This design comes from an exercise in tuning for small area, a short achievable clock period and few clock cycles on the open sky130 flow, not from production work. Where RTL was checked, it was by simulation tests only, not by an equivalence proof against the original. The RTL of run 1 was laid out without a check of its function.

==> flow/design.v, too long to show whole: its modules and the start of the top module <==
// module FA: 10 lines
// module INV: 3 lines
// module NAND2: 3 lines
// module NOR2: 3 lines
// module XOR2: 3 lines
// module XNOR2: 3 lines
// module A21OI: 3 lines
// module O21AI: 3 lines
// module Bitblade: 1889 lines
// module Cfu: 58 lines
module Cfu (
  input               cmd_valid,
  output              cmd_ready,
  input      [9:0]    cmd_payload_function_id,
  input      [31:0]   cmd_payload_inputs_0,
  input      [31:0]   cmd_payload_inputs_1,
  output              rsp_valid,
  input               rsp_ready,
  output     [31:0]   rsp_payload_outputs_0,
  input               reset,
  input               clk
);
  // ...
==> flow/flow/run.sh <==
#!/bin/bash
# Standard layout, with the port buffers made from sky130_fd_sc_hd__buf_2 cells instead of
# the delay cells the flow picks by default.  make's output goes to
# standard.log; each tool's own log is under orfs/logs/.
set -euo pipefail
export BUFFER_PORTS_ARGS="-buffer_cell sky130_fd_sc_hd__buf_2"
bash standard.sh > standard.log 2>&1
==> flow/standard.sh <==
#!/bin/bash
# synth_recipe.tcl (not shown) runs the flow's synth.tcl, then flattens the netlist and writes it again
# the make line also repeats each setting of config.mk as NAME=value (left out here)
make -C /OpenROAD-flow-scripts/flow DESIGN_CONFIG=/design/flow/config.mk WORK_HOME=/design/flow/orfs CLKGATE_MAP_FILE= SYNTH_SCRIPT=/design/flow/synth_recipe.tcl "${@:-finish}"
==> flow/config.mk <==
export PLATFORM = sky130hd
export DESIGN_NAME = Cfu
export DESIGN_NICKNAME = Cfu
export VERILOG_FILES = /design/flow/design.v
export SDC_FILE = /design/flow/constraint.sdc
export NUM_CORES = 4
export LEC_CHECK = 0
export CAP_MARGIN = 20
export CORE_MARGIN = 2
export CORE_UTILIZATION = 40
export PLACE_DENSITY = 0.75
export SETUP_SLACK_MARGIN = 1.5
export SLEW_MARGIN = 20
export SYNTH_HIERARCHICAL = 1
export SYNTH_MINIMUM_KEEP_SIZE = 0
==> flow/constraint.sdc <==
create_clock -name core_clock -period 13.5 [get_ports {clk}]
set_input_delay 2.7000 -clock core_clock [delete_from_list [all_inputs] [get_ports {clk}]]
set_output_delay 2.7000 -clock core_clock [all_outputs]
set_load 0.01 [all_outputs]
==> summary.md, run 1 <==
| Metric | Value |
|---|---|
| Outcome | `finished clean` |
| Xor/xnor share of the synthesized area | `3.21%` |
| Ys flop type | `dfxtp_1` |
| Routed Antenna Nets | `0` |
| Antenna diode count | `1` |
| Fmax | `85.9 MHz` |
| Slew @ Worst Pin | `1050 ps` |
| R2R Path Start | `mode` |
| Crit-path cells | `buf_2 -> nand2_1 -> fa_1 -> fa_1 -> fa_1 -> fa_1 -> or2_2 -> fa_1 -> fa_1 -> fa_1 -> nor2_1 -> nand2_1 -> o21ai_1 -> a21oi_2 -> inv_1 -> a21oi_2 -> o21ai_1 -> and2_2 -> nor2_1 -> a31oi_1 -> buf_2` |
| Post-CTS Setup Repair Bufs | `0` |
| Area Growth Syn to Fin | `6.77%` |
| Top cell type by total area after synthesis | `fa_1` |
| Post-DP HPWL | `23.5 mm` |
| Die width | `165 µm` |
| Final setup viols | `0` |
| Starting density of the core | `41.0%` |
| Final hold violation count | `0` |
| Post-synthesis mux area share | `3.22%` |
| Pins over their slew limit | `0` |
| Maxcap violations | `0` |
| Dpl cells | `1438` |
| Largest net degree at the start of global routing | `115` |
| Critical path destination | `rsp_payload_outputs_0[30]` |
| Commonest cells post-synth | `fa_1 (258), nand2_1 (178), nand3_1 (125)` |
| Vias in the first global route | `8620` |
| Count of cell types in the netlist | `40` |
| Sequential area share after synthesis | `8.87%` |
| Post-Syn Area | `0.0104 mm²` |
| CTS buffer count | `5` |
| Data required, critical path | `10800 ps` |
| Compound-Gate Fraction of Synth Area | `5.27%` |
| Layout non-clock buf frac | `5.01%` |
| Io pins | `112` |
| Logic inverters | `69` |
==> module Cfu, before the edit <==
module Cfu (
  input               cmd_valid,
  output              cmd_ready,
  input      [9:0]    cmd_payload_function_id,
  input      [31:0]   cmd_payload_inputs_0,
  input      [31:0]   cmd_payload_inputs_1,
  output              rsp_valid,
  input               rsp_ready,
  output     [31:0]   rsp_payload_outputs_0,
  input               reset,
  input               clk
);
wire [2:0] opcode = cmd_payload_function_id[2:0];
wire ld_upper = opcode[1] & ~opcode[0];
reg         mode;
reg  [31:0] acc;
reg  [10:0] ups;       
reg         pending;   
reg         nib;       
wire hold = cmd_valid && opcode == 3'd2 && !mode && !nib;
wire go   = cmd_valid && !hold;
wire op0  = go && opcode == 3'd0;
wire op1  = go && opcode == 3'd1;
wire op2  = go && opcode == 3'd2;
wire op3  = go && opcode == 3'd3;
wire use_sum = op3 && !reset;
wire clr     = op1 || reset;
wire [10:0] psum;
Bitblade bitblade (
  .sel8(~mode & ~nib),
  .op3(use_sum),
  .in_a(cmd_payload_inputs_0),
  .in_b(cmd_payload_inputs_1),
  .acc(acc),
  .ldu(ld_upper),
  .p_g(ups & {11{mode & ~ld_upper}}),
  .acc_m(acc & {32{~clr}}),
  .psum(psum),
  .rsp(rsp_payload_outputs_0)
);
assign cmd_ready = !hold;
assign rsp_valid = go | pending;
always @(posedge clk)
  acc <= rsp_payload_outputs_0;
always @(posedge clk) begin
  if (reset) begin
    mode    <= 1'b0;
    ups     <= 11'd0;
    pending <= 1'b0;
    nib     <= 1'b0;
  end else begin
    if (op0) mode <= cmd_payload_function_id[3];
    if (op2) ups <= psum;
    pending <= rsp_valid & ~rsp_ready;
    nib <= hold;
  end
end
endmodule
==> run 2, diff against run 1 <==
--- a/flow/design.v
+++ b/flow/design.v
@@ -24,25 +24,34 @@
 assign y = ~(a ^ b);
 endmodule
 module A21OI (input a, input b, input c, output y);
 assign y = ~(a & b | c);
 endmodule
 module O21AI (input a, input b, input c, output y);
 assign y = ~((a | b) & c);
 endmodule
+module HAN (
+  input  a,
+  input  b,
+  output s,
+  output co
+);
+assign s  = ~(a ^ b);
+assign co = a | b;
+endmodule
 module Bitblade (
   input         sel8,    
   input         op3,     
   input  [31:0] in_a,
   input  [31:0] in_b,
   input  [31:0] acc,     
   input         ldu,     
   input  [10:0] p_g,     
-  input  [31:0] acc_m,   
+  input         keep,    
   output [10:0] psum,    
   output [31:0] rsp
 );
 wire [31:0] a8 = in_a & {32{sel8}};
 wire [31:0] b8 = in_b & {32{sel8}};
 wire p1;
 assign p1 = ~(in_a[0] & in_b[0]);
 wire p2;
@@ -308,18 +317,17 @@
 wire s133;
 wire c134;
 FA fa134 (.a(p85), .b(p98), .ci(p101), .s(s133), .co(c134));
 wire s135;
 wire c136;
 FA fa136 (.a(p114), .b(p117), .ci(c130), .s(s135), .co(c136));
 wire s137;
 wire c138;
-assign s137 = ~(s131 ^ s133);
-assign c138 = s131 | s133;
+HAN ha138 (.a(s131), .b(s133), .s(s137), .co(c138));
 wire s139;
 wire c140;
 FA fa140 (.a(p67), .b(p70), .ci(p73), .s(s139), .co(c140));
 wire s141;
 wire c142;
 FA fa142 (.a(p83), .b(p86), .ci(p89), .s(s141), .co(c142));
 wire s143;
 wire c144;
@@ -441,18 +449,17 @@
 wire s221;
 wire c222;
 FA fa222 (.a(s217), .b(c206), .ci(c208), .s(s221), .co(c222));
 wire s223;
 wire c224;
 FA fa224 (.a(s219), .b(c210), .ci(s221), .s(s223), .co(c224));
 wire s225;
 wire c226;
-assign s225 = ~(c212 ^ s223);
-assign c226 = c212 | s223;
+HAN ha226 (.a(c212), .b(s223), .s(s225), .co(c226));
 wire s227;
 wire c228;
 FA fa228 (.a(c216), .b(c218), .ci(c220), .s(s227), .co(c228));
 wire s229;
 wire c230;
 FA fa230 (.a(c222), .b(s227), .ci(c224), .s(s229), .co(c230));
 wire h231;
 assign h231 = p113 | ~sel8;
@@ -816,18 +823,17 @@
 wire s414;
 wire c415;
 FA fa415 (.a(ag390), .b(c403), .ci(s410), .s(s414), .co(c415));
 wire s416;
 wire c417;
 FA fa417 (.a(h236), .b(h238), .ci(c405), .s(s416), .co(c417));
 wire s418;
 wire c419;
-assign s418 = ~(s412 ^ s414);
-assign c419 = s412 | s414;
+HAN ha419 (.a(s412), .b(s414), .s(s418), .co(c419));
 wire s420;
 wire c421;
 FA fa421 (.a(p3), .b(p6), .ci(p9), .s(s420), .co(c421));
 wire s422;
 wire c423;
 FA fa423 (.a(p19), .b(p22), .ci(p25), .s(s422), .co(c423));
 wire s424;
 wire c425;
@@ -850,18 +856,17 @@
 wire s436;
 wire c437;
 FA fa437 (.a(h240), .b(s432), .ci(c415), .s(s436), .co(c437));
 wire s438;
 wire c439;
 FA fa439 (.a(c417), .b(h242), .ci(s434), .s(s438), .co(c439));
 wire s440;
 wire c441;
-assign s440 = ~(c419 ^ s436);
-assign c441 = c419 | s436;
+HAN ha441 (.a(c419), .b(s436), .s(s440), .co(c441));
 wire s442;
 wire c443;
 FA fa443 (.a(p4), .b(p7), .ci(p10), .s(s442), .co(c443));
 wire s444;
 wire c445;
 FA fa445 (.a(p13), .b(p20), .ci(p23), .s(s444), .co(c445));
 wire s446;
 wire c447;
@@ -1322,18 +1327,17 @@
 wire s750;
 wire c751;
 FA fa751 (.a(c701), .b(s746), .ci(c703), .s(s750), .co(c751));
 wire s752;
 wire c753;
 FA fa753 (.a(s748), .b(c705), .ci(s750), .s(s752), .co(c753));
 wire s754;
 wire c755;
-assign s754 = ~(c707 ^ s752);
-assign c755 = c707 | s752;
+HAN ha755 (.a(c707), .b(s752), .s(s754), .co(c755));
 wire s756;
 wire c757;
 FA fa757 (.a(p382), .b(p383), .ci(p384), .s(s756), .co(c757));
 wire s758;
 wire c759;
 FA fa759 (.a(p385), .b(p386), .ci(p387), .s(s758), .co(c759));
 wire s760;
 wire c761;
@@ -1425,29 +1429,26 @@
 wire s818;
 wire c819;
 FA fa819 (.a(c813), .b(s816), .ci(c815), .s(s818), .co(c819));
 wire s820;
 wire c821;
 FA fa821 (.a(~acc[15]), .b(h253), .ci(h255), .s(s820), .co(c821));
 wire s822;
 wire c823;
-assign s822 = ~(c817 ^ s820);
-assign c823 = c817 | s820;
+HAN ha823 (.a(c817), .b(s820), .s(s822), .co(c823));
 wire s824;
 wire c825;
 FA fa825 (.a(~acc[16]), .b(h257), .ci(h259), .s(s824), .co(c825));
 wire s826;
 wire c827;
-assign s826 = ~(c821 ^ s824);
-assign c827 = c821 | s824;
+HAN ha827 (.a(c821), .b(s824), .s(s826), .co(c827));
 wire s828;
 wire c829;
-assign s828 = ~(~acc[17] ^ c825);
-assign c829 = ~acc[17] | c825;
+HAN ha829 (.a(~acc[17]), .b(c825), .s(s828), .co(c829));
 wire g830;
 assign g830 = ~(s402 | s404);
 wire q831;
 assign q831 = s402 ^ s404;
 wire g832;
 assign g832 = ~(s416 | s418);
 wire q833;
 assign q833 = s416 ^ s418;
@@ -1909,17 +1910,17 @@
 XOR2 u1061 (.a(k926), .b(k1041), .y(k1061));
 wire k1062;
 XOR2 u1062 (.a(k929), .b(k1042), .y(k1062));
 wire ck1063;
 assign ck1063 = k1043;
 wire [18:0] lo = {k1062, k1061, k1060, k1059, k1058, k1057, k1056, k1055, k1054, k1053, k1052, k1051, k1050, k1049, k1048, k1047, k1046, k1045, S1044};
 wire [12:0] inc = acc[31:19] + 1'b1;
 wire [31:0] sum = {ck1063 ? inc : acc[31:19], lo};
-wire [31:0] rspv = {(op3 & ck1063) ? inc : acc_m[31:19], op3 ? lo : acc_m[18:0]};
+wire [31:0] rspv = {(op3 & ck1063) ? inc : acc[31:19] & {13{keep | op3}}, lo & {19{op3}} | acc[18:0] & {19{keep}}};
 assign psum = sum[10:0];
 assign rsp = rspv;
 endmodule
 module Cfu (
   input               cmd_valid,
   output              cmd_ready,
   input      [9:0]    cmd_payload_function_id,
   input      [31:0]   cmd_payload_inputs_0,
@@ -1949,17 +1950,17 @@
 Bitblade bitblade (
   .sel8(~mode & ~nib),
   .op3(use_sum),
   .in_a(cmd_payload_inputs_0),
   .in_b(cmd_payload_inputs_1),
   .acc(acc),
   .ldu(ld_upper),
   .p_g(ups & {11{mode & ~ld_upper}}),
-  .acc_m(acc & {32{~clr}}),
+  .keep(~use_sum & ~clr),
   .psum(psum),
   .rsp(rsp_payload_outputs_0)
 );
 assign cmd_ready = !hold;
 assign rsp_valid = go | pending;
 always @(posedge clk)
   acc <= rsp_payload_outputs_0;
 always @(posedge clk) begin
==> flow/config.mk (replaced) <==
export PLATFORM = sky130hd
export DESIGN_NAME = Cfu
export DESIGN_NICKNAME = Cfu
export VERILOG_FILES = /design/flow/design.v
export SDC_FILE = /design/flow/constraint.sdc
export NUM_CORES = 4
export LEC_CHECK = 0
export CAP_MARGIN = 20
export CORE_MARGIN = 2
export CORE_UTILIZATION = 40
export SETUP_SLACK_MARGIN = 2.0
export SLEW_MARGIN = 20
export SYNTH_HIERARCHICAL = 1
export SYNTH_MINIMUM_KEEP_SIZE = 0
==> summary.md, run 2 <==
| Metric | Value |
|---|---|
| Crit path max fanout | `8` |
| Data required, critical path | `10800 ps (about the same)` |
| Slew @ Worst Pin | `793 ps (-261 ps)` |
| Most common cell on crit path | `fa_1` |
| R2r endpoint | `acc[27]` |
| H-tree Lvls | `2` |
| Commonest cells post-synth | `fa_1 (258), nand2_1 (178), nand3_1 (130)` |
| Die width | `163 µm (-1.3%)` |
| #FFs+latches synth | `46` |
| Fillers | `2444` |
| Top-count cell post-synth | `fa_1` |
| Final setup viols | `0 (unchanged)` |
| RSZ-0062 raised after global routing | `false` |
| Area Growth Syn to Fin | `11.1%` |
| Final hold violation count | `0 (unchanged)` |
| Placer Congestion | `0.921` |
| TritonCTS clock tree | `done` |
| Top reg by flops | `acc` |
| CTS buffer count | `5 (unchanged)` |
| Cell count after synthesis | `1061` |
| DR WL/cell | `19.5 µm` |
| Worst-Skew Late Latency | `290 ps` |
| Routed vias | `7462` |
| Share of layout cells above drive strength 1 | `21.6%` |
| Adder-Cell Fraction of Synth Area | `52.2%` |
| Starting density of the core | `40.5% (-0.49 points)` |
| Post-Syn Area | `0.0101 mm² (-2.6%)` |
| Die Ht | `163 µm` |
| Hold path start | `acc[31]` |
| Syn_area_per_cell | `9.53 µm²` |
| Most frequent cells in the layout | `fa_1 (229), nand2_1 (172), nand3_1 (125)` |
| CP startpoint kind | `input port` |
| CP Class | `input port to output pin` |
| Max stage delay on crit path | `590 ps` |
| Count of cell types in the netlist | `42 (+5.0%)` |
| Minimum clock period | `11330 ps` |
| Compound-Gate Fraction of Synth Area | `6.16% (+0.90 points)` |
| Top cell type by total area after synthesis | `fa_1` |
| Antenna diode count | `0 (-1)` |
| DRC | `0` |
| Outcome | `finished clean` |
| Largest register FFs | `32` |
| Gr usage total | `22.3%` |
| Worst min path class | `flip-flop to flip-flop` |
| Fmax | `88.3 MHz (+2.7%)` |
| Largest family of logic cells by synthesized area | `adder cells` |
| Synth Net Count | `1406` |
| Io pins | `112 (unchanged)` |
| Vias per cell | `5.27` |
| Ys flop type | `dfxtp_1` |
| Area contributors post-synth | `fa_1 (51%), dfxtp_1 (9.1%), nand2_1 (6.6%), nand3_1 (6.4%), nand2b_1 (2.9%)` |
| FF-to-FF setup slack | `6350 ps` |
| Skew final | `6.05 ps` |
| Hold Crit Endpoint | `acc[31]` |
| Post-DP HPWL | `23.5 mm (+0.13%)` |
| Cts hold-fix bufs | `0` |
| Worst path arrival time | `8630 ps` |
| First-pass GRT wire length | `45.0 mm` |
| Dpl cells | `1395 (-3.0%)` |
| Post-route clock period utilization | `83.9%` |
| Biggest regs | `acc: 32 flops, ups: 11 flops` |
| CP Capture Type | `output pin` |
| Xor/xnor share of the synthesized area | `3.03% (-0.17 points)` |
| Fin Setup TNS | `0 ps` |
| Die area | `0.0266 mm²` |
| FFs w/ async S/R, synth | `0%` |
| Crit-path cells | `buf_4 -> nand2_1 -> fa_1 -> fa_2 -> fa_1 -> fa_1 -> fa_1 -> fa_1 -> fa_1 -> fa_1 -> fa_2 -> nand2_2 -> a21oi_4 -> o21ai_2 -> a21oi_2 -> o21ai_2 -> and4_1 -> and2b_2 -> nand4_1 -> mux2i_2 -> buf_2` |
| Post-synthesis mux area share | `1.98% (-1.2 points)` |
| Pins over their slew limit | `0 (unchanged)` |
| Worst reg2reg path depth | `21` |
| Worst path bufs/invs | `2` |
| Commonest non-fill, non-tap cell in the layout | `fa_1` |
| Maxcap violations | `0 (unchanged)` |
| Max clock buf depth | `2` |
| Vias in the first global route | `8174 (-5.2%)` |
| Final nets | `1429` |
| Port bufs | `105` |
| Initial antenna violation count | `0` |
| Final Non-Filler Cells | `1415` |
| Initial DRC count | `518` |
| Sequential area share after synthesis | `9.11% (+0.24 points)` |
| Root Driver | `clkbuf_16` |
| DRT Pass-1 Iters | `6` |
| Post-Synth Simple-Gate Area | `20.3%` |
| Core area | `0.0250 mm²` |
| Hold depth | `1` |
| Largest delay share family, worst path | `adder cells` |
| Share of the synthesized area in the top cell type | `51.1%` |
| Gr ovfl total | `0` |
| Largest net degree at the start of global routing | `161 (+40%)` |
| Synth warn | `7` |
| Total wire length | `27.5 mm` |
| Number of synthesized flops with an enable pin | `0` |
| Rows | `58` |
| Slowest-stage cell, CP | `fa_2` |
| Slew margin rel. | `47.1%` |
| R2R Path Start | `mode` |
| Clk sinks | `46` |
| CTS clk-pin slew, worst paths | `60 ps` |
| Routed Antenna Nets | `0 (unchanged)` |
run 2: changes by cell type after synthesis, sizes merged, moves of 5 or more:
cell    delta
mux2      -19
mux2i      +8
clkbuf    -10
and2      -33
a22o      +19
nor2       -8
buf        +7
o21ai      -5
a31oi      -9
run 2: logic make-up after synthesis:
logic type	after synthesis
AOI/OAI and AO/OA	84
xor gates and xnor gates	35
adders and majority gates	267
buffers and inverters	176
DFF	46
muxes	20
and+or+nand+nor	433
run 2: what timing repair did:
item | in CTS | in global routing
pin swaps | 4 | 18
endpoints found under the setup margin | 11 | 13
gates resized for setup | 31 | 95
buffers inserted | 4 | 7
run 2: modules after synthesis (local to each module, per instance):
| module | flops+latches | area [µm²] | times used | cells inside |
|---|---|---|---|---|
| Bitblade | 0 | 2310 | 1 | 471 |
| O21AI | 0 | 5.00 | 20 | 1 |
| NOR2 | 0 | 3.75 | 32 | 1 |
| NAND2 | 0 | 3.75 | 37 | 1 |
| XNOR2 | 0 | 8.76 | 9 | 1 |
| FA | 0 | 20.0 | 258 | 1 |
| XOR2 | 0 | 8.76 | 26 | 1 |
| HAN | 0 | 27.5 | 8 | 5 |
| A21OI | 0 | 8.76 | 29 | 1 |
| INV | 0 | 3.75 | 28 | 1 |
| Cfu | 46 | 1390 | 1 | 111 |
run 2: worst max-delay path by stage:
stage / start / end / slack [ps] / depth (start not counted)
finish: cmd_payload_inputs_0[9] / rsp_payload_outputs_0[27] / 2170 / 21
global route: cmd_payload_inputs_1[13] / rsp_payload_outputs_0[27] / 1980 / 21
CTS: cmd_payload_inputs_1[5] / rsp_payload_outputs_0[26] / 1990 / 24
detailed placement: cmd_payload_inputs_0[4] / rsp_payload_outputs_0[26] / 1480 / 22
global placement: cmd_payload_inputs_1[4] / rsp_payload_outputs_0[26] / 1580 / 22
floorplan: cmd_payload_inputs_1[7] / rsp_payload_outputs_0[26] / 2300 / 21
run 2: area by class of cell:
class	instances	area, µm²	area share (%)
clock buffer	5	125	1.11
multi-input combinational	839	8690	77.3
sequential	46	921	8.20
inverter	73	274	2.44
tap	330	413	3.67
timing repair buffer	119	790	7.03
clock inverter	3	25.0	0.223
run 2: through the flow:
| stage | hold WS (ps) | setup WS, ps | util, % | area [µm²] |
|---|---|---|---|---|
| global route | 492 | 1980 | 45.0 | 11200 |
| detailed placement | 453 | 1480 | 42.6 | 10600 |
| finish | 460 | 2170 | 45.0 | 11200 |
| CTS | 464 | 1990 | 43.7 | 10900 |
| floorplan | 444 | 2300 | - | 10100 |
| global placement | 445 | 1580 | 42.6 | 10600 |
run 2: routing by layer:
layer	vias up	GRT usage (%)	part of all wire [%]
met5	-	0	0
met4	0	4.22	2.1
met3	30	3.59	7.2
met2	281	37.1	48
met1	3783	31.1	43
li1	3368	-	-
Testbench counts of run 2, summed over its fixed seeds: cycles 2,112.
==> run 3, diff against run 2 <==
--- a/flow/config.mk
+++ b/flow/config.mk
@@ -8,7 +8,7 @@
 export CAP_MARGIN = 20
 export CORE_MARGIN = 2
 export CORE_UTILIZATION = 40
-export SETUP_SLACK_MARGIN = 2.0
+export SETUP_SLACK_MARGIN = 1.5
 export SLEW_MARGIN = 20
 export SYNTH_HIERARCHICAL = 1
 export SYNTH_MINIMUM_KEEP_SIZE = 0
==> summary.md, run 3 <==
| Metric | Value |
|---|---|
| CP startpoint kind | `input port` |
| Post-route clock period utilization | `86.0% (+2.1 points)` |
| Worst-Skew Late Latency | `290 ps (about the same)` |
| Synth warn | `7 (unchanged)` |
| Cell count after synthesis | `1061 (unchanged)` |
| Final setup viols | `0 (unchanged)` |
| Number of synthesized flops with an enable pin | `0 (unchanged)` |
| Vias in the first global route | `8136 (-0.46%)` |
| Port bufs | `105 (unchanged)` |
| H-tree Lvls | `2 (unchanged)` |
| Skew final | `6.91 ps (+0.858 ps)` |
| Commonest non-fill, non-tap cell in the layout | `fa_1` |
| Rows | `58 (unchanged)` |
| Register Area | `921 µm² (unchanged)` |
| Dpl cells | `1395 (unchanged)` |
| Largest net degree at the start of global routing | `161 (unchanged)` |
| Worst path arrival time | `8910 ps (+280 ps)` |
| Commonest cells post-synth | `fa_1 (258), nand2_1 (178), nand3_1 (130)` |
| Data required, critical path | `10800 ps (about the same)` |
| TritonCTS clock tree | `done` |
| Area contributors post-synth | `fa_1 (51%), dfxtp_1 (9.1%), nand2_1 (6.6%), nand3_1 (6.4%), nand2b_1 (2.9%)` |
| Post-CTS Setup Repair Bufs | `0 (-4)` |
| DRC | `0 (unchanged)` |
| Dpl cell area | `0.0106 mm² (unchanged)` |
| Fillers | `2490 (+1.9%)` |
| Fin Setup TNS | `0 ps (unchanged)` |
| Post-DP HPWL | `23.5 mm (unchanged)` |
| Final nets | `1418 (-0.77%)` |
| Die Ht | `163 µm (unchanged)` |
| Routed vias | `7432 (-0.40%)` |
| Sequential area share after synthesis | `9.11% (unchanged)` |
| Cts hold-fix bufs | `0 (unchanged)` |
| Fmax | `86.1 MHz (-2.4%)` |
| Outcome | `finished clean` |
| Gr ovfl total | `0 (unchanged)` |
| Slew margin rel. | `47.3% (+0.17 points)` |
| Ys flop type | `dfxtp_1` |
| Count of cell types in the netlist | `42 (unchanged)` |
| Initial DRC count | `576 (+11%)` |
| Vias per cell | `5.29 (+0.24%)` |
| Share of the synthesized area in the top cell type | `51.1% (unchanged)` |
| Worst reg2reg path depth | `20 (-4.8%)` |
| Crit path max fanout | `8 (unchanged)` |
| DRT Pass-1 Iters | `5 (-1)` |
| Worst min path class | `flip-flop to flip-flop` |
| Post-Syn Area | `0.0101 mm² (unchanged)` |
| CP Class | `input port to output pin` |
| Core area | `0.0250 mm² (unchanged)` |
| Top reg by flops | `acc` |
| Die area | `0.0266 mm² (unchanged)` |
| Final Non-Filler Cells | `1406 (-0.64%)` |
| Hold_ws | `460 ps (-0.0520 ps)` |
| Syn_area_per_cell | `9.53 µm² (unchanged)` |
| Maxcap violations | `0 (unchanged)` |
| CP Capture Type | `output pin` |
| DR WL/cell | `19.4 µm (-0.35%)` |
| Area Growth Syn to Fin | `7.15%` |
| Max clock buf depth | `2 (unchanged)` |
| RSZ-0062 raised after global routing | `false` |
| Multi-input gate area | `0.00851 mm² (-2.1%)` |
| Most frequent cells in the layout | `fa_1 (258), nand2_1 (178), nand3_1 (130)` |
| Placer Congestion | `0.921 (unchanged)` |
| Synth Net Count | `1406 (unchanged)` |
| Io pins | `112 (unchanged)` |
| Hold depth | `1 (unchanged)` |
| Top-count cell post-synth | `fa_1` |
| Root Driver | `clkbuf_16` |
| Total wire length | `27.3 mm (-0.98%)` |
| Starting density of the core | `40.5% (unchanged)` |
| CTS buffer count | `5 (unchanged)` |
| CTS clk-pin slew, worst paths | `60 ps (about the same)` |
| #FFs+latches synth | `46 (unchanged)` |
| Top cell type by total area after synthesis | `fa_1` |
| Minimum clock period | `11610 ps (+284 ps)` |
| Largest register FFs | `32 (unchanged)` |
| Clk sinks | `46 (unchanged)` |
| Initial antenna violation count | `1 (+1)` |
| Fin area | `0.0108 mm² (-3.6%)` |
| FFs w/ async S/R, synth | `0% (unchanged)` |
| Pins over their slew limit | `0 (unchanged)` |
| First-pass GRT wire length | `44.8 mm (-0.38%)` |
| Final hold violation count | `0 (unchanged)` |
| Share of layout cells above drive strength 1 | `16.1% (-5.5 points)` |
| Slew @ Worst Pin | `790 ps (-2.57 ps)` |
| Die width | `163 µm (unchanged)` |
| Gr usage total | `22.2% (-0.080 points)` |
| Biggest regs | `acc: 32 flops, ups: 11 flops` |
| Routed Antenna Nets | `0 (unchanged)` |
## run 3: cell types whose count changed in the layout (fill, tap and decap cells not counted), sizes merged
cell | previous run | this run
clkbuf | 33 | 5
buf | 91 | 108
diode | 0 | 2
## run 3: layout make-up
class,count,share of cell area (%)
multi-input cells,839,78.5
flip-flops and latches,46,8.50
repair buffers,108,5.21
well taps,330,3.81
inverters,73,2.53
clock buffers,5,1.15
clock inverters,3,0.231
diodes,2,0.0462
## run 3: final timing paths
kind,startpoint,end,slack (ps)
max,cmd_payload_inputs_0[4],rsp_payload_outputs_0[27],1890
min,acc[31],acc[31],460
max reg2reg,mode,acc[27],6330
min reg2reg,acc[31],acc[31],460
## run 3: kinds of logic (layout without fill, tap and decap cells)
family / Yosys count / count (layout) / share of synthesized area (%)
other cells: 0 / 2 / 0
flops: 46 / 46 / 9.11
mux: 20 / 20 / 1.98
xor+xnor: 35 / 35 / 3.03
compound gates: 84 / 84 / 6.16
simple gates: 433 / 433 / 20.3
buf+inv: 176 / 189 / 7.19
fa+ha+maj: 267 / 267 / 52.2
## run 3: stage by stage
step	setup slack, ps	utilization (%)
CTS	1620	43.2
finish	1890	43.4
detailed placement	1480	42.6
global placement	1580	42.6
floorplan	2300	-
global route	1510	43.4
## run 3: worst max-delay path: stages
cell and delay [ps]:
buf_2 200, nand2_1 110, fa_1 470, fa_1 450, fa_1 470, fa_1 440, fa_1 420, fa_1 480
or2_2 340, fa_1 510, fa_1 460, nor2_1 240, a21oi_2 100, o21ai_1 210, a21oi_2 80, o21ai_2 220
and4_1 250, and2b_1 220, nand4_1 140, mux2i_2 230, buf_2 170
## run 3: Yosys stat by module (local to each module, per instance)
module | flops+latches | area, µm² | cells
FA | 0 | 20.0 | 1
Cfu | 46 | 1390 | 111
A21OI | 0 | 8.76 | 1
NAND2 | 0 | 3.75 | 1
XNOR2 | 0 | 8.76 | 1
XOR2 | 0 | 8.76 | 1
HAN | 0 | 27.5 | 5
Bitblade | 0 | 2310 | 471
NOR2 | 0 | 3.75 | 1
INV | 0 | 3.75 | 1
O21AI | 0 | 5.00 | 1
## run 3: layer usage
metal	global-route usage, %	part of all wire [%]
met2	37.0	48
met1	31.2	44
met3	3.16	6.7
met4	4.22	1.9
met5	0	0
## run 3: repair_timing
action	4_1_cts	5_1_grt
pin swaps	0	1
gates resized for setup	1	8
endpoints found under the setup margin	1	8
==> run 4, diff against run 3 <==
--- a/flow/config.mk
+++ b/flow/config.mk
@@ -7,7 +7,8 @@
 export LEC_CHECK = 0
 export CAP_MARGIN = 20
 export CORE_MARGIN = 2
-export CORE_UTILIZATION = 40
+export CORE_UTILIZATION = 60
+export PLACE_DENSITY = 0.75
 export SETUP_SLACK_MARGIN = 1.5
 export SLEW_MARGIN = 20
 export SYNTH_HIERARCHICAL = 1
==> summary.md, run 4 <==
| Metric | Value |
|---|---|
| Crit path max fanout | `8 (unchanged)` |
| Die Ht | `134 µm (-18%)` |
| DRT Pass-1 Iters | `5 (unchanged)` |
| Routed vias | `7749 (+4.3%)` |
| Data required, critical path | `10800 ps (about the same)` |
| Rows | `47 (-19%)` |
| Final core occ | `64.4% (+21 points)` |
| Synth Net Count | `1406 (unchanged)` |
| Starting density of the core | `61.2% (+21 points)` |
| #FFs+latches synth | `46 (unchanged)` |
| Core area | `0.0165 mm² (-34%)` |
| Fin Setup TNS | `0 ps (unchanged)` |
| Final worst setup slack | `1860 ps (-29.2 ps)` |
| Synth warn | `7 (unchanged)` |
| H-tree Lvls | `2 (unchanged)` |
| Clk sinks | `46 (unchanged)` |
| Share of the synthesized area in the top cell type | `51.1% (unchanged)` |
| Resized cells post-CTS | `0 (-1)` |
| Top cell type by total area after synthesis | `fa_1` |
| Skew final | `8.28 ps (+1.38 ps)` |
| Fin area | `0.0106 mm² (-1.7%)` |
| Cts hold-fix bufs | `0 (unchanged)` |
| Cell count after synthesis | `1061 (unchanged)` |
| Initial antenna violation count | `0 (-1)` |
| Gr usage total | `31.2% (+9.1 points)` |
| Maxcap violations | `0 (unchanged)` |
| Root Driver | `clkbuf_16` |
| CP Capture Type | `output pin` |
| Routed Antenna Nets | `0 (unchanged)` |
| Area contributors post-synth | `fa_1 (51%), dfxtp_1 (9.1%), nand2_1 (6.6%), nand3_1 (6.4%), nand2b_1 (2.9%)` |
| CTS clk-pin slew, worst paths | `60 ps (about the same)` |
| CTS buffer count | `5 (unchanged)` |
| Count of cell types in the netlist | `42 (unchanged)` |
| Post-DP HPWL | `22.0 mm (-6.8%)` |
| RSZ-0062 raised after global routing | `false` |
| Vias per cell | `5.99 (+13%)` |
| Slew @ Worst Pin | `1020 ps (+228 ps)` |
| Gr ovfl total | `0 (unchanged)` |
| CP Class | `input port to output pin` |
| Dpl cell area | `0.0105 mm² (-1.4%)` |
| Area Growth Syn to Fin | `5.28%` |
| Worst path arrival time | `8940 ps (+30 ps)` |
| Post-route clock period utilization | `86.2% (+0.22 points)` |
| Pins over their slew limit | `0 (unchanged)` |
| Hold_ws | `470 ps (+9.20 ps)` |
| Worst min path class | `flip-flop to flip-flop` |
| Top reg by flops | `acc` |
| DRC | `0 (unchanged)` |
| TritonCTS clock tree | `done` |
| Largest net degree at the start of global routing | `76 (-53%)` |
| Syn_area_per_cell | `9.53 µm² (unchanged)` |
| Worst-Skew Late Latency | `290 ps (about the same)` |
| Fillers | `1363 (-45%)` |
| Share of layout cells above drive strength 1 | `15.5% (-0.56 points)` |
| Final hold violation count | `0 (unchanged)` |
| Ys flop type | `dfxtp_1` |
| Biggest regs | `acc: 32 flops, ups: 11 flops` |
| Outcome | `finished clean` |
| Top-count cell post-synth | `fa_1` |
| Pre-CTS WS | `1520 ps (+41.3 ps)` |
| First-pass GRT wire length | `42.7 mm (-4.6%)` |
| Die width | `134 µm (-18%)` |
| Antenna diode count | `0 (-2)` |
| Final nets | `1418 (unchanged)` |
| Most frequent cells in the layout | `fa_1 (258), nand2_1 (178), nand3_1 (130)` |
| Minimum clock period | `11640 ps (+29.2 ps)` |
| Slew margin rel. | `32.1% (-15 points)` |
| Io pins | `112 (unchanged)` |
| Commonest non-fill, non-tap cell in the layout | `fa_1` |
| Vias in the first global route | `8181 (+0.55%)` |
| Die area | `0.0179 mm² (-33%)` |
| Port bufs | `105 (unchanged)` |
| Largest register FFs | `32 (unchanged)` |
| Final setup viols | `0 (unchanged)` |
| Fmax | `85.9 MHz (-0.25%)` |
| Number of synthesized flops with an enable pin | `0 (unchanged)` |
| Total wire length | `25.6 mm (-6.0%)` |
| Sequential area share after synthesis | `9.11% (unchanged)` |
| Commonest cells post-synth | `fa_1 (258), nand2_1 (178), nand3_1 (130)` |
| DR WL/cell | `19.8 µm (+2.1%)` |
| Max clock buf depth | `2 (unchanged)` |
| Post-CTS Setup Repair Bufs | `0 (unchanged)` |
| FFs w/ async S/R, synth | `0% (unchanged)` |
| Post-Syn Area | `0.0101 mm² (unchanged)` |
| Placer Congestion | `0.953 (+3.5%)` |
| CP startpoint kind | `input port` |
| Initial DRC count | `612 (+6.3%)` |
==> run 4: changes by cell type in the layout (fill, tap and decap cells not counted), moves of 2 or more <==
cell / previous run / this run
nor2_1: 31 / 34
nor2_2: 4 / 1
buf_4: 1 / 3
diode_2: 2 / 0
==> run 4: worst paths after layout <==
| check | startpoint | end | slack (ps) | cells after the start |
|---|---|---|---|---|
| worst max-delay path | cmd_payload_inputs_0[4] | rsp_payload_outputs_0[26] | 1860 | 22 |
| worst min-delay path | ups[10] | ups[10] | 470 | 2 |
| worst max register to register | mode | acc[26] | 5620 | 20 |
| worst min register to register | ups[10] | ups[10] | 470 | 2 |
==> run 4: layout make-up <==
cell class,instances,area (µm²),share of cell area (%)
Tap cell,220,275,2.59
Clock buffer,6,129,1.21
Sequential cell,46,921,8.65
Timing Repair Buffer,108,548,5.15
Clock inverter,2,13.8,0.129
Inverter,73,274,2.57
Multi-Input combinational cell,839,8480,79.7
==> run 4: per-module statistics from Yosys (local to each module, per instance) <==
| module | times used | cells inside |
|---|---|---|
| INV | 28 | 1 |
| O21AI | 20 | 1 |
| FA | 258 | 1 |
| A21OI | 29 | 1 |
| HAN | 8 | 5 |
| Cfu | 1 | 111 |
| NAND2 | 37 | 1 |
| NOR2 | 32 | 1 |
| XOR2 | 26 | 1 |
| Bitblade | 1 | 471 |
| XNOR2 | 9 | 1 |
==> run 4: through the flow <==
| step | cells |
|---|---|
| after floorplan | 1061 |
| after global placement | 1286 |
| after detailed placement | 1286 |
| after CTS | 1294 |
| after global routing | 1294 |
| final | 1294 |
==> run 4: critical path: stages <==
cell and delay, ps:
buf_2 200, nand2_1 110, fa_1 600, fa_1 450, fa_1 560, fa_1 490, or2_2 340, fa_1 390
fa_1 430, fa_1 540, nor2_1 180, nand2_1 90, o21ai_2 300, a21oi_2 160, inv_1 100, a21oi_2 70
o21ai_2 210, nand2_2 140, nor3_4 290, and3_1 210, mux2i_1 210, buf_2 160
==> run 4: cells by family (layout without fill, tap and decap cells) <==
group / Yosys count / after routing / share of synthesized area (%)
muxes: 20 / 20 / 1.98
buffers and inverters: 176 / 189 / 7.19
xor gates and xnor gates: 35 / 35 / 3.03
DFF: 46 / 46 / 9.11
adders and majority gates: 267 / 267 / 52.2
and+or+nand+nor: 433 / 433 / 20.3
AOI/OAI and AO/OA: 84 / 84 / 6.16
==> run 4: layer usage <==
metal  GRT usage (%)  part of all wire, %  up-vias
met1            44.2                   39     3895
li1                -                    -     3349
met3            6.01                  9.9       75
met5               0                    0        -
met4            10.9                  3.9        0
met2            49.1                   47      430

## re-timing with driven ports
Ports are ideal in the flow. The routed layouts listed here were re-timed in OpenROAD. Step 1 assumes that a clkbuf_16 drives the clock port and a buf_2 every other input. Step 2 times the ports against the registers' clock, not the clock port: input delays grow and output delays shrink by t, the midpoint of the rising clock arrivals with the driver on. Three values: ideal ports, drivers, drivers and shift; two values: the first two.
run	t, ns	slack for setup (ns)	hold WS [ns]	latest minus earliest clock arrival (ns)
run 1	0.316	1.859 / 1.829 / 1.829	0.476 / 0.476 / 0.476	0.010 / 0.009
run 2	0.321	2.170 / 2.145 / 2.145	0.460 / 0.460 / 0.460	0.006 / 0.006
run 3	0.321	1.886 / 1.864 / 1.864	0.460 / 0.460 / 0.460	0.006 / 0.007
run 4	0.322	1.857 / 1.836 / 1.836	0.470 / 0.470 / 0.470	0.009 / 0.008
After both steps every run listed still meets setup and hold. For run 1, which loses most, drivers alone change the setup slack by -0.030 ns; drivers and shift together by -0.030 ns.
